This design comes from an exercise in tuning for small area, a short achievable clock period and few clock cycles on the open sky130 flow, not from production work. Only simulation tests tie the RTL to the original design; equivalence was not proved. Power and IR drop assume default switching activity.

==> flow/design.v (outline; a module is shown in full before it is edited, if it fits) <==
// module LASER: 1670 lines
module LASER (
    input CLK,
    input RST,
    input [3:0] X,
    input [3:0] Y,
    output reg [3:0] C1X,
    output reg [3:0] C1Y,
    output reg [3:0] C2X,
    output reg [3:0] C2Y,
    output reg DONE);
  // ...
==> flow/run.sh <==
#!/bin/bash
# synth_recipe.tcl (not shown) runs the flow's synth.tcl, then flattens the netlist and writes it again
# the make line also repeats each setting of config.mk as NAME=value (left out here)
make -C /OpenROAD-flow-scripts/flow DESIGN_CONFIG=/design/flow/config.mk WORK_HOME=/design/flow/orfs CLKGATE_MAP_FILE= SYNTH_SCRIPT=/design/flow/synth_recipe.tcl finish
==> flow/config.mk <==
export PLATFORM = sky130hd
export DESIGN_NAME = LASER
export DESIGN_NICKNAME = LASER
export VERILOG_FILES = /design/flow/design.v
export SDC_FILE = /design/flow/constraint.sdc
export NUM_CORES = 4
export LEC_CHECK = 0
export CAP_MARGIN = 20
export CORE_MARGIN = 2
export CORE_UTILIZATION = 40
export SETUP_SLACK_MARGIN = 2.0
export SLEW_MARGIN = 20
==> flow/constraint.sdc <==
create_clock -name core_clock -period 6.5 [get_ports {CLK}]
set_input_delay 1.3000 -clock core_clock [delete_from_list [all_inputs] [get_ports {CLK}]]
set_output_delay 1.3000 -clock core_clock [all_outputs]
set_load 0.01 [all_outputs]
==> Implementation_results.wiki, run 1 <==
{| class="wikitable"
! Metric !! Value
|-
| Starting utilization of the core area || between 40% and 50%
|-
| Status || no timing/DRC/antenna violations
|-
| Number of flip-flops under the largest register name || about 260
|-
| Largest area contributor in the netlist || sky130_fd_sc_hd__dfxtp_1
|-
| Cell types with the largest area share after synthesis || sky130_fd_sc_hd__dfxtp_1, sky130_fd_sc_hd__fa_1, sky130_fd_sc_hd__ha_1
|-
| Final cell area excluding filler cells || 59700 sq um
|-
| Nonclk inv count || slightly above 700
|-
| End of the critical path || best[5]
|-
| Sequential share of cell area || between 30% and 40%
|-
| Finished Core Util || ~45%
|-
| Number of buffers added to fix hold violations after cts || 0
|-
| Power consumed by the clock network || 7.25 mW
|-
| Height of the chip || 370 um
|-
| Number of resized instances in the post-cts repair step || 0
|-
| DR DRC count || 0
|-
| Sequential cell count || 1145
|-
| Destination of the worst hold path || ryR[0]
|-
| Post-layout total power || roughly 15 mW
|-
| Number of cells traversed by the worst register-to-register path || 15
|-
| Num CTS Buffers || 115
|-
| Total length of routed met2 wires || ~62 mm
|-
| Initial drt markers || 3893
|-
| Biggest register || bm
|-
| Wire length on met3 || 8.86 mm
|-
| Die Outline Area || approximately 140000 sq um
|-
| Critical R2R Capture || best[5]
|-
| Placed inst area || between 50000 and 60000 sq um
|-
| Std-Cell Rows || about 130
|-
| Total number of clock tree sinks || about 1100
|-
| Synthesized area divided by synthesized cell count || approximately 11 sq um
|}
Testbench counts, summed over its fixed seeds: cycles 16,565.
==> run 2, diff against run 1 <==
--- a/flow/config.mk
+++ b/flow/config.mk
@@ -8,5 +8,5 @@
 export CAP_MARGIN = 20
 export CORE_MARGIN = 2
 export CORE_UTILIZATION = 40
-export SETUP_SLACK_MARGIN = 2.0
+export SETUP_SLACK_MARGIN = 4.0
 export SLEW_MARGIN = 20
==> Implementation_results.wiki, run 2 <==
{| class="wikitable"
! Metric !! Value
|-
| Aggregate global-route resource usage || roughly a fifth
|-
| Series of cell instances along the critical path || fa_1 > fa_1 > inv_2 > fa_1 > inv_1 > fa_1 > ha_4 > fa_2 > fa_2
|-
| Layout overhead on the synthesized area || 22.7%
|-
| Lkg Pwr || about 27 nW
|-
| Setup_tns || 0 ps
|-
| #FFs+latches synth || approximately 1100
|-
| Gp weighted congestion || roughly 0.99
|-
| Worst-path cell with the longest stage delay || sky130_fd_sc_hd__fa_2
|-
| Std-Cell Rows || 134 (unchanged)
|-
| TritonCTS clock tree || built
|-
| Via Count || between 30000 and 40000
|-
| Number of flip-flops under the largest register name || 256 (unchanged)
|-
| Worst rel slew slack || ~20%
|-
| Post-synthesis cell type count || 84
|-
| Synth cell count leaders || sky130_fd_sc_hd__dfxtp_1, sky130_fd_sc_hd__inv_1, sky130_fd_sc_hd__fa_1
|-
| Pin count of the biggest net entering global routing || between 200 and 300
|-
| Worst slack, placed || ~1900 ps
|-
| Biggest register || bm
|-
| Synthesized area || 53600 sq um
|-
| Synthesized area divided by synthesized cell count || 10.9 sq um (unchanged)
|-
| Antenna violations before repair || 7
|-
| Kind of cell adding the most delay to the critical path || adder cells
|-
| Cell types with the largest area share after synthesis || sky130_fd_sc_hd__dfxtp_1, sky130_fd_sc_hd__fa_1, sky130_fd_sc_hd__ha_1
|-
| Crit Path Class || reg -> reg
|-
| Post-synthesis sequential area ratio || a little over two fifths
|-
| Quantity of I/O buffers inserted on ports || 26
|-
| Ratio of cells with drive above 1 in the final layout || 26.9%
|-
| Total number of clock tree sinks || 1145 (unchanged)
|-
| Via/cell ratio || around 5.3
|-
| Clock tree root buffer cell || sky130_fd_sc_hd__clkbuf_16
|-
| Chip Width || ~370 um
|-
| Most used standard cell by instance count after synthesis || sky130_fd_sc_hd__dfxtp_1
|-
| DR DRC count || 0 (unchanged)
|-
| H-tree lvl count || 3
|-
| Category of the worst setup path launch point || flip-flop
|-
| WL/cell || ~21 um
|-
| Most used cells in the layout excluding fill and tap cells || sky130_fd_sc_hd__dfxtp_1, sky130_fd_sc_hd__inv_1, sky130_fd_sc_hd__nand2_1
|-
| Slew at the pin closest to its max-slew limit || 1190 ps
|-
| Vias in the first global route || 36400
|-
| Wire length of the first global-routing pass || 219 mm
|-
| Finished Core Util || 49.3% (+4.5 points)
|-
| Largest regs || bm (256), pa (160), pb (160)
|-
| Share of the synthesized area in the top cell type || between 40 and 50%
|-
| Initial drt markers || 4185 (+7.5%)
|-
| Worst path most repeated cell || sky130_fd_sc_hd__fa_1
|-
| Congestion Overflow GR || 0
|-
| Area of the core || between 100000 and 150000 sq um
|-
| Max-slew violation count || 0
|-
| Insertion delay to the later sink of the worst-skew pair || between 700 and 800 ps
|-
| Number of warnings issued by yosys || 12
|-
| Num CTS Buffers || 111 (-3.5%)
|-
| Data required time of the critical path || around 7200 ps
|-
| Starting utilization of the core area || 40.2% (unchanged)
|-
| Post-Syn Nets || about 5700
|-
| Final Critical Period || approximately 3500 ps
|-
| Number of enable flip-flop cells after synthesis || 44
|-
| Setup repair after global routing missed its margin || yes
|-
| Final-report hold violation count || 0
|-
| Final Net Count || 5946
|-
| Largest area contributor in the netlist || sky130_fd_sc_hd__dfxtp_1
|-
| Count of antenna-violating nets left after detailed routing || 0
|-
| Total half-perimeter wirelength after legalization and detailed placement || 108 mm
|-
| Final Routed Wirelength || 146 mm
|-
| Clock slew at the register clock pins of the worst setup and hold paths || 60 ps
|-
| Number of max-cap violations || 0
|-
| Arrival time worst endpoint || about 4200 ps
|-
| Hold Crit Class || reg -> reg
|-
| Most common cell after layout, fill and taps aside || sky130_fd_sc_hd__dfxtp_1
|-
| Fraction of registers with async set or reset after synthesis || 0%
|-
| Post-layout total power || 14.6 mW (-2.0%)
|-
| Height of the chip || 370 um (unchanged)
|-
| Max Clock Skew || approximately 100 ps
|-
| Sort of element at the end of the critical path || flip-flop
|-
| Final clock period utilization by the worst path || between 50% and 60%
|-
| Length of the first detailed-routing pass in iterations || 9
|-
| Final Setup Violations || 0
|-
| Final worst-path setup slack || slightly below 3000 ps
|-
| Syn Inst Count || a little under 5000
|-
| Status || no timing/DRC/antenna violations
|-
| Max Fclk || 0.283 GHz
|-
| Longest individual stage delay on the worst path || 520 ps
|-
| PwrDens || 223 nW/um^2
|-
| Largest driver fanout on the critical path || 3
|-
| Number of top-level design ports || 27
|-
| IR Drop Worst-Case VDD || about 220 uV
|-
| CP bufs+invs || 2
|-
| Leading register cell type out of synthesis || sky130_fd_sc_hd__dfxtp_1
|-
| Number of buffers added to fix hold violations after cts || 0 (unchanged)
|-
| Worst-case clock buffer depth || 3
|-
| Die Outline Area || 137000 sq um (unchanged)
|}
==> run 2: cell counts after synthesis <==
Identical to the previous run, type by type.
==> run 2: area by class of cell <==
cell class / instances / area [sq um]
Inverter: 722 / 2770
Clock buffer: 148 / 3120
Fill cell: 11700 / 67400
Multi-Input combinational cell: 2832 / 29900
Antenna cell: 2 / 5.00
Tap cell: 1768 / 2210
Clock inverter: 61 / 851
Timing Repair Buffer: 310 / 3060
Sequential cell: 1145 / 23700
==> run 2: stage by stage <==
step / instances / area [sq um] / hold slack, ps
floorplan: 4903 / 55400 / 310
global placement: 6496 / 56600 / 309
detailed placement: 6496 / 56600 / 312
CTS: 6894 / 63700 / 271
global route: 6986 / 65700 / 287
finish: 6988 / 65700 / 281
==> run 2: kinds of logic after synthesis <==
group	share of synthesized area, %
buf+inv	6.59
mux	3.54
flops	43.6
fa+ha+maj	24.9
xor+xnor	1.11
compound gates	11.9
simple gates	8.28
==> run 2: repair_timing <==
item	4_1_cts	5_1_grt
cloned	8	3
resized for setup	548	309
endpoints found under the setup margin	638	591
pin swaps	199	154
setup buffers	181	89
==> run 2: metal layers <==
layer / part of all wire [%] / global-route usage (%) / up-vias
li1: - / - / 17200
met1: 44 / 28.1 / 18100
met2: 47 / 34.1 / 1202
met3: 6.0 / 3.51 / 304
met4: 3.2 / 6.69 / 4
met5: 0.018 / 0 / -
==> run 2: final timing paths <==
| kind | cells after the start | to | startpoint | slack (ps) |
|---|---|---|---|---|
| max | 9 | nR[11][4] | v7R[10][2] | 2970 |
| min | 0 | ryM[0] | ryM1[0] | 280 |
| min reg2reg | 0 | ryM[0] | ryM1[0] | 280 |
| max reg2reg | 9 | nR[11][4] | v7R[10][2] | 2970 |
==> run 2: report_power, final <==
part           total [mW]  internal (mW)  leakage, nW  switching, mW
logic               0.593          0.242         15.6          0.351
clock network        6.82           3.91         1.90           2.91
registers            7.22           7.14         9.47         0.0774
==> run 3, diff against run 2 <==
--- a/flow/config.mk
+++ b/flow/config.mk
@@ -8,5 +8,5 @@
 export CAP_MARGIN = 20
 export CORE_MARGIN = 2
 export CORE_UTILIZATION = 40
-export SETUP_SLACK_MARGIN = 4.0
+export SETUP_SLACK_MARGIN = 3.0
 export SLEW_MARGIN = 20
==> Implementation_results.wiki, run 3 <==
{| class="wikitable"
! Metric !! Value
|-
| Quantity of I/O buffers inserted on ports || 26 (unchanged)
|-
| Sort of element at the end of the critical path || flip-flop
|-
| Most common cell after layout, fill and taps aside || sky130_fd_sc_hd__dfxtp_1
|-
| Post-synthesis cell type count || 84 (unchanged)
|-
| Via Count || 35200 (-4.3%)
|-
| Wire length of the first global-routing pass || 214 mm (-2.6%)
|-
| Area of the core || 133000 sq um (unchanged)
|-
| Leading register cell type out of synthesis || sky130_fd_sc_hd__dfxtp_1
|-
| Gp weighted congestion || 0.927 (-6.0%)
|-
| Pin count of the biggest net entering global routing || 257 (unchanged)
|-
| Final-report hold violation count || 0 (unchanged)
|-
| Final Net Count || 5705 (-4.1%)
|-
| Num CTS Buffers || 115 (+3.6%)
|-
| Count of antenna-violating nets left after detailed routing || 0 (unchanged)
|-
| Slew at the pin closest to its max-slew limit || 1220 ps (+27.9 ps)
|-
| Starting utilization of the core area || 40.2% (unchanged)
|-
| Category of the worst setup path launch point || flip-flop
|-
| Total number of clock tree sinks || 1145 (unchanged)
|-
| Layout overhead on the synthesized area || 12.0%
|-
| Number of buffers added to fix hold violations after cts || 0 (unchanged)
|-
| Biggest register || bm
|-
| Number of cells traversed by the worst register-to-register path || 9 (unchanged)
|-
| Most used standard cell by instance count after synthesis || sky130_fd_sc_hd__dfxtp_1
|-
| Max Clock Skew || 76.1 ps (-21.5 ps)
|-
| Via/cell ratio || 5.22 (-0.80%)
|-
| Worst-case register-to-register setup slack || 2980 ps (about the same)
|-
| Syn Inst Count || 4903 (unchanged)
|-
| Post-Syn Nets || 5727 (unchanged)
|-
| Number of enable flip-flop cells after synthesis || 44 (unchanged)
|-
| Worst slack, placed || 1800 ps (-100 ps)
|-
| Hold Crit Class || reg -> reg
|-
| Final clock period utilization by the worst path || 54.2% (-0.092 points)
|-
| Largest area contributor in the netlist || sky130_fd_sc_hd__dfxtp_1
|-
| Worst-case clock buffer depth || 3 (unchanged)
|-
| Clock slew at the register clock pins of the worst setup and hold paths || 70 ps (about the same)
|-
| Vias in the first global route || 35300 (-3.0%)
|-
| Chip Width || 370 um (unchanged)
|-
| Antenna violations before repair || 4 (-3)
|-
| Aggregate global-route resource usage || 20.2% (-0.59 points)
|-
| Arrival time worst endpoint || 4190 ps (about the same)
|-
| Insertion delay to the later sink of the worst-skew pair || 760 ps (about the same)
|-
| Cell types with the largest area share after synthesis || sky130_fd_sc_hd__dfxtp_1, sky130_fd_sc_hd__fa_1, sky130_fd_sc_hd__ha_1
|-
| Std-Cell Rows || 134 (unchanged)
|-
| Synthesized area || 53600 sq um (unchanged)
|-
| Critical R2R Capture || nR[4][4]
|-
| Largest regs || bm (256), pa (160), pb (160)
|-
| Fraction of registers with async set or reset after synthesis || 0% (unchanged)
|-
| Setup_tns || 0 ps (unchanged)
|-
| Post-synthesis sequential area ratio || 43.6% (unchanged)
|-
| Die Outline Area || 137000 sq um (unchanged)
|-
| Final worst-path setup slack || 2980 ps (+5.96 ps)
|-
| Height of the chip || 370 um (unchanged)
|-
| Length of the first detailed-routing pass in iterations || 12 (+3)
|-
| Clock tree root buffer cell || sky130_fd_sc_hd__clkbuf_16
|-
| Lkg Pwr || 25.6 nW (-5.3%)
|-
| Status || no timing/DRC/antenna violations
|-
| PwrDens || 239 nW/um^2 (+7.5%)
|-
| Data required time of the critical path || 7170 ps (about the same)
|-
| Ratio of cells with drive above 1 in the final layout || 9.88% (-17 points)
|-
| Max-slew violation count || 0 (unchanged)
|-
| Destination of the worst hold path || pa[15][5]
|-
| Initial drt markers || 3777 (-9.7%)
|-
| Synthesized area divided by synthesized cell count || 10.9 sq um (unchanged)
|-
| WL/cell || 20.7 um (-1.3%)
|-
| Worst rel slew slack || 18.6% (-1.9 points)
|-
| Congestion Overflow GR || 0 (unchanged)
|-
| Setup repair after global routing missed its margin || yes
|-
| Number of top-level design ports || 27 (unchanged)
|-
| Total half-perimeter wirelength after legalization and detailed placement || 109 mm (+0.25%)
|-
| Number of flip-flops under the largest register name || 256 (unchanged)
|-
| Number of max-cap violations || 0 (unchanged)
|-
| Final Routed Wirelength || 139 mm (-4.8%)
|-
| Finished Core Util || 45.1% (-4.3 points)
|-
| Most used cells in the layout excluding fill and tap cells || sky130_fd_sc_hd__dfxtp_1, sky130_fd_sc_hd__inv_1, sky130_fd_sc_hd__ha_1
|-
| Largest driver fanout on the critical path || 3 (unchanged)
|-
| IR Drop Worst-Case VDD || 284 uV (+27%)
|-
| Max Fclk || 0.284 GHz (+0.17%)
|-
| Final Critical Period || 3520 ps (-5.96 ps)
|-
| TritonCTS clock tree || built
|-
| Depth of the worst hold-timing path || 0 (unchanged)
|-
| Synth cell count leaders || sky130_fd_sc_hd__dfxtp_1, sky130_fd_sc_hd__inv_1, sky130_fd_sc_hd__fa_1
|-
| Crit Path Class || reg -> reg
|-
| #FFs+latches synth || 1145 (unchanged)
|-
| Launch instance of the worst register-to-register path || v7R[2][2]
|-
| DR DRC count || 0 (unchanged)
|-
| Share of the synthesized area in the top cell type || 41.2% (unchanged)
|-
| Number of warnings issued by yosys || 12 (unchanged)
|-
| Final Setup Violations || 0 (unchanged)
|-
| Start point of the worst min-delay path || pa[14][5]
|-
| H-tree lvl count || 3 (unchanged)
|}
[run 3: kinds of logic after synthesis]
kind of cell | synth area share [%]
adders and majority gates | 24.9
xor gates and xnor gates | 1.11
and+or+nand+nor | 8.28
muxes | 3.54
buffers and inverters | 6.59
DFF | 43.6
AOI/OAI and AO/OA | 11.9
[run 3: worst max path at each step]
stage          slack (ps)        to  cells past startpoint      start
3_5_place_dp         1800  bm[8][1]                     11       Y[1]
4_1_cts              2830  bm[5][9]                     11       Y[1]
3_3_place_gp         1770  bm[1][1]                     11       Y[1]
2_1_floorplan        3000  nR[4][4]                      9  v7R[3][2]
5_1_grt              2890   best[5]                     16    maxE[4]
6_report             2980  nR[4][4]                      9  v7R[2][2]
[run 3: report_power, final]
part	internal [mW]	total (mW)	leakage (nW)	switching, mW
clock network	3.78	6.67	1.88	2.89
registers	7.16	7.24	9.42	0.0757
logic	0.163	0.457	14.3	0.294
total	11.1	14.4	25.6	3.26
[run 3: stage by stage]
stage,power (mW),std cells,hold WS (ps),instance area [sq um]
after floorplan,7.70,4903,310,53600
after global placement,7.83,6498,310,55300
after detailed placement,7.84,6498,312,55300
after CTS,14.5,6724,300,59700
after global routing,14.9,6738,315,60000
final,14.4,6739,307,60000
[run 3: worst max-delay path: stages (launching register included)]
cell                      delay [ps]
sky130_fd_sc_hd__dfxtp_4         360
sky130_fd_sc_hd__fa_1            490
sky130_fd_sc_hd__fa_1            540
sky130_fd_sc_hd__inv_2            40
sky130_fd_sc_hd__fa_1            490
sky130_fd_sc_hd__inv_1            50
sky130_fd_sc_hd__fa_1            440
sky130_fd_sc_hd__ha_2            190
sky130_fd_sc_hd__fa_2            340
sky130_fd_sc_hd__fa_2            520
[run 3: area by class of cell]
type	count	area, sq um
multi-input cells	2825	27000
flip-flops and latches	1145	23500
repair buffers	72	677
well taps	1768	2210
fillers	12300	73100
clock buffers	156	3250
inverters	722	2710
diodes	1	2.50
clock inverters	50	614
[run 3: metal layers]
| metal | track usage, % | share of wire (%) |
|---|---|---|
| met1 | 28.0 | 45 |
| met5 | 0 | 0.0093 |
| met3 | 3.87 | 6.7 |
| met4 | 5.61 | 2.5 |
| met2 | 32.3 | 45 |
[run 3: repair_timing]
| action | in CTS | in global routing |
|---|---|---|
| buffers inserted | 20 | 12 |
| cloned | 0 | 2 |
| resized for setup | 130 | 87 |
| pin swaps | 18 | 30 |
| setup endpoints to repair | 239 | 305 |
==> run 4, diff against run 3 <==
--- a/flow/config.mk
+++ b/flow/config.mk
@@ -8,5 +8,6 @@
 export CAP_MARGIN = 20
 export CORE_MARGIN = 2
 export CORE_UTILIZATION = 40
+export CTS_BUF_LIST = sky130_fd_sc_hd__clkbuf_4 sky130_fd_sc_hd__clkbuf_8
 export SETUP_SLACK_MARGIN = 3.0
 export SLEW_MARGIN = 20
==> Implementation_results.wiki, run 4 <==
{| class="wikitable"
! Metric !! Value
|-
| Status || no timing/DRC/antenna violations
|-
| Aggregate global-route resource usage || 20.5% (+0.24 points)
|-
| Via Count || 35700 (+1.5%)
|-
| IR Drop Worst-Case VDD || 217 uV (-24%)
|-
| Worst path most repeated cell || sky130_fd_sc_hd__fa_1
|-
| Cell types with the largest area share after synthesis || sky130_fd_sc_hd__dfxtp_1, sky130_fd_sc_hd__fa_1, sky130_fd_sc_hd__ha_1
|-
| Final clock period utilization by the worst path || 54.6% (+0.41 points)
|-
| Largest driver fanout on the critical path || 3 (unchanged)
|-
| Dominant combinational cell family by area after synthesis || adder cells
|-
| Vias in the first global route || 36000 (+1.9%)
|-
| Series of cell instances along the critical path || fa_1 > fa_1 > inv_2 > fa_1 > inv_1 > fa_1 > ha_2 > fa_2 > fa_2
|-
| Std-Cell Rows || 134 (unchanged)
|-
| Share of the synthesized area in the top cell type || 41.2% (unchanged)
|-
| Sequential standard cell area || 23500 sq um (about the same)
|-
| Synthesized area divided by synthesized cell count || 10.9 sq um (unchanged)
|-
| Most common cell after layout, fill and taps aside || sky130_fd_sc_hd__dfxtp_1
|-
| Number of warnings issued by yosys || 12 (unchanged)
|-
| Worst-path cell with the longest stage delay || sky130_fd_sc_hd__fa_2
|-
| Number of enable flip-flop cells after synthesis || 44 (unchanged)
|-
| Area of the core || 133000 sq um (unchanged)
|-
| Lkg Pwr || 25.8 nW (+0.89%)
|-
| Chip Width || 370 um (unchanged)
|-
| Ratio of cells with drive above 1 in the final layout || 12.3% (+2.4 points)
|-
| Length of the first detailed-routing pass in iterations || 10 (-2)
|-
| Synth cell count leaders || sky130_fd_sc_hd__dfxtp_1, sky130_fd_sc_hd__inv_1, sky130_fd_sc_hd__fa_1
|-
| Data required time of the critical path || 7320 ps (+150 ps)
|-
| Largest area contributor in the netlist || sky130_fd_sc_hd__dfxtp_1
|-
| Fraction of registers with async set or reset after synthesis || 0% (unchanged)
|-
| Total number of clock tree sinks || 1145 (unchanged)
|-
| Number of flip-flops under the largest register name || 256 (unchanged)
|-
| Worst rel slew slack || 17.5% (-1.1 points)
|-
| Crit Path Class || reg -> reg
|-
| H-tree lvl count || 4 (+1)
|-
| Final Critical Period || 3550 ps (+26.7 ps)
|-
| Biggest register || bm
|-
| Pin count of the biggest net entering global routing || 257 (unchanged)
|-
| Category of the worst setup path launch point || flip-flop
|-
| Max Fclk || 0.282 GHz (-0.75%)
|-
| Parity-gate share of the synthesized area counting xor and xnor cells || 1.11% (unchanged)
|-
| PwrDens || 243 nW/um^2 (+1.4%)
|-
| Wire length of the first global-routing pass || 215 mm (+0.77%)
|-
| Final-report hold violation count || 0 (unchanged)
|-
| Initial drt markers || 3986 (+5.5%)
|-
| Total half-perimeter wirelength after legalization and detailed placement || 109 mm (unchanged)
|-
| Adder-cell share of the synthesized area || 24.9% (unchanged)
|-
| Final Setup Violations || 0 (unchanged)
|-
| Clock slew at the register clock pins of the worst setup and hold paths || 60 ps (about the same)
|-
| Clock tree root buffer cell || sky130_fd_sc_hd__clkbuf_8
|-
| Longest individual stage delay on the worst path || 570 ps (+30 ps)
|-
| Worst-case clock buffer depth || 3 (unchanged)
|-
| Final Routed Wirelength || 140 mm (+0.37%)
|-
| Most used standard cell by instance count after synthesis || sky130_fd_sc_hd__dfxtp_1
|-
| Setup repair after global routing missed its margin || yes
|-
| Most used cells in the layout excluding fill and tap cells || sky130_fd_sc_hd__dfxtp_1, sky130_fd_sc_hd__inv_1, sky130_fd_sc_hd__nand2_1
|-
| Multi-input logic area || 27000 sq um (-0.18%)
|-
| DR DRC count || 0 (unchanged)
|-
| Count of antenna-violating nets left after detailed routing || 0 (unchanged)
|-
| Synthesized area || 53600 sq um (unchanged)
|-
| Leading register cell type out of synthesis || sky130_fd_sc_hd__dfxtp_1
|-
| Layout overhead on the synthesized area || 12.5%
|-
| Height of the chip || 370 um (unchanged)
|-
| Syn Inst Count || 4903 (unchanged)
|-
| Post-synthesis compound-gate area fraction || 11.9% (unchanged)
|-
| Insertion delay to the later sink of the worst-skew pair || 920 ps (+160 ps)
|-
| Max Clock Skew || 81.0 ps (+4.87 ps)
|-
| Multiplexer share of the synthesized area || 3.54% (unchanged)
|-
| Max-slew violation count || 0 (unchanged)
|-
| Final Net Count || 5767 (+1.1%)
|-
| Starting utilization of the core area || 40.2% (unchanged)
|-
| Finished Core Util || 45.3% (+0.20 points)
|-
| #FFs+latches synth || 1145 (unchanged)
|-
| Gp weighted congestion || 0.927 (unchanged)
|-
| Filler cell count in the final layout || 12400 (+0.20%)
|-
| Slew at the pin closest to its max-slew limit || 1240 ps (+15.8 ps)
|-
| Number of max-cap violations || 0 (unchanged)
|-
| Number of top-level design ports || 27 (unchanged)
|-
| Num CTS Buffers || 184 (+60%)
|-
| Congestion Overflow GR || 0 (unchanged)
|-
| WL/cell || 20.4 um (-1.4%)
|-
| Hold slack final || 281 ps (-26.2 ps)
|-
| TritonCTS clock tree || built
|-
| Post-synthesis sequential area ratio || 43.6% (unchanged)
|-
| Post-synthesis cell type count || 84 (unchanged)
|-
| Largest regs || bm (256), pa (160), pb (160)
|-
| Simple-Gate Fraction of Synth Area || 8.28% (unchanged)
|-
| Hold Crit Class || reg -> reg
|-
| Quantity of I/O buffers inserted on ports || 26 (unchanged)
|-
| Arrival time worst endpoint || 4370 ps (+180 ps)
|-
| Sort of element at the end of the critical path || flip-flop
|-
| Die Outline Area || 137000 sq um (unchanged)
|-
| Antenna violations before repair || 4 (unchanged)
|-
| Via/cell ratio || 5.20 (-0.32%)
|-
| Setup_tns || 0 ps (unchanged)
|-
| Post-Syn Nets || 5727 (unchanged)
|}
## run 4: metal layers
| layer | track usage (%) | wire length [um] | up-vias |
|---|---|---|---|
| met3 | 4.42 | 9790 | 301 |
| met5 | 0 | 13 | - |
| met1 | 27.8 | 62800 | 17400 |
| met4 | 7.13 | 4150 | 2 |
| met2 | 32.2 | 63100 | 1243 |
| li1 | - | - | 16800 |
## run 4: through the flow
| stage | area [sq um] | std cells | power [mW] | setup slack, ps |
|---|---|---|---|---|
| floorplan | 53600 | 4903 | 7.70 | 3000 |
| global placement | 55300 | 6498 | 7.83 | 1770 |
| detailed placement | 55300 | 6498 | 7.84 | 1800 |
| CTS | 60000 | 6849 | 14.8 | 2760 |
| global route | 60200 | 6862 | 15.2 | 2830 |
| finish | 60300 | 6863 | 14.6 | 2950 |
## run 4: timing repair
item                       CTS  global route
hold endpoints to repair     0             0
cloned                       0             1
pin swaps                   18            30
resized for setup          121            77
hold buffers                 0             0
setup endpoints to repair  123           204
buffers inserted            16            10
## run 4: worst paths after layout
| kind | cells after the start | from | to | slack [ps] |
|---|---|---|---|---|
| hold reg to reg | 0 | pb[11][4] | pb[12][4] | 280 |
| setup reg to reg | 9 | v7R[2][2] | nR[3][4] | 2950 |
| setup / recovery | 9 | v7R[2][2] | nR[3][4] | 2950 |
| hold / removal | 0 | pb[11][4] | pb[12][4] | 280 |
## run 4: layout make-up
cell class              instances  area share (%)
multi-input cells            2825            44.7
flip-flops and latches       1145            39.0
diodes                          3          0.0125
clock inverters                67            1.50
inverters                     722            4.51
well taps                    1768            3.67
repair buffers                 65           0.966
clock buffers                 268            5.58
## run 4: logic make-up (layout without fill, tap and decap cells)
kind of cell,after synthesis,after routing
fa+ha+maj,814,814
flops,1145,1145
other cells,0,3
compound gates,850,850
xor+xnor,68,68
mux,180,180
simple gates,912,913
buf+inv,934,1122
## run 4: critical path, delay by kind of cell, from the launching register on
family / cells / cell delay, ps
fa+ha+maj: 7 / 3040
buf+inv: 2 / 90
flops: 1 / 360
## run 4: power breakdown
part           switching (mW)  internal, mW
sequential             0.0756          7.16
combinational           0.289         0.158
clock                    3.05          3.89
total                    3.42          11.2

==> static timing again, ports no longer ideal <==
No port has a modelled driver above. Below, the same layouts with a new extraction and two added sets of constraints. Step 1 sets driving cells, clkbuf_16 on the clock port and buf_2 on the other inputs (assumed; they add their load-dependent delay and slew). Step 2 adds t to the input delays and takes it off the output delays; t is the mean of the earliest and latest rising clock arrival at the registers after step 1. Input paths then give back, and output paths get back, about the clock's delay inside the block. Slacks: ideal ports / drivers / drivers and shift; pairs: ideal ports / drivers.
run	t (ns)	slack for setup (ns)	clock arrival spread, ns
run 1	0.806	2.496 / 2.496 / 1.852	0.102 / 0.102
run 2	0.788	2.971 / 2.971 / 2.768	0.100 / 0.101
run 3	0.801	2.977 / 2.977 / 2.408	0.083 / 0.083
run 4	0.953	2.950 / 2.950 / 2.054	0.083 / 0.083
After both steps every run listed still meets setup and hold. For run 4, which loses most, drivers alone change the setup slack by 0.000 ns; drivers and shift together by -0.896 ns.
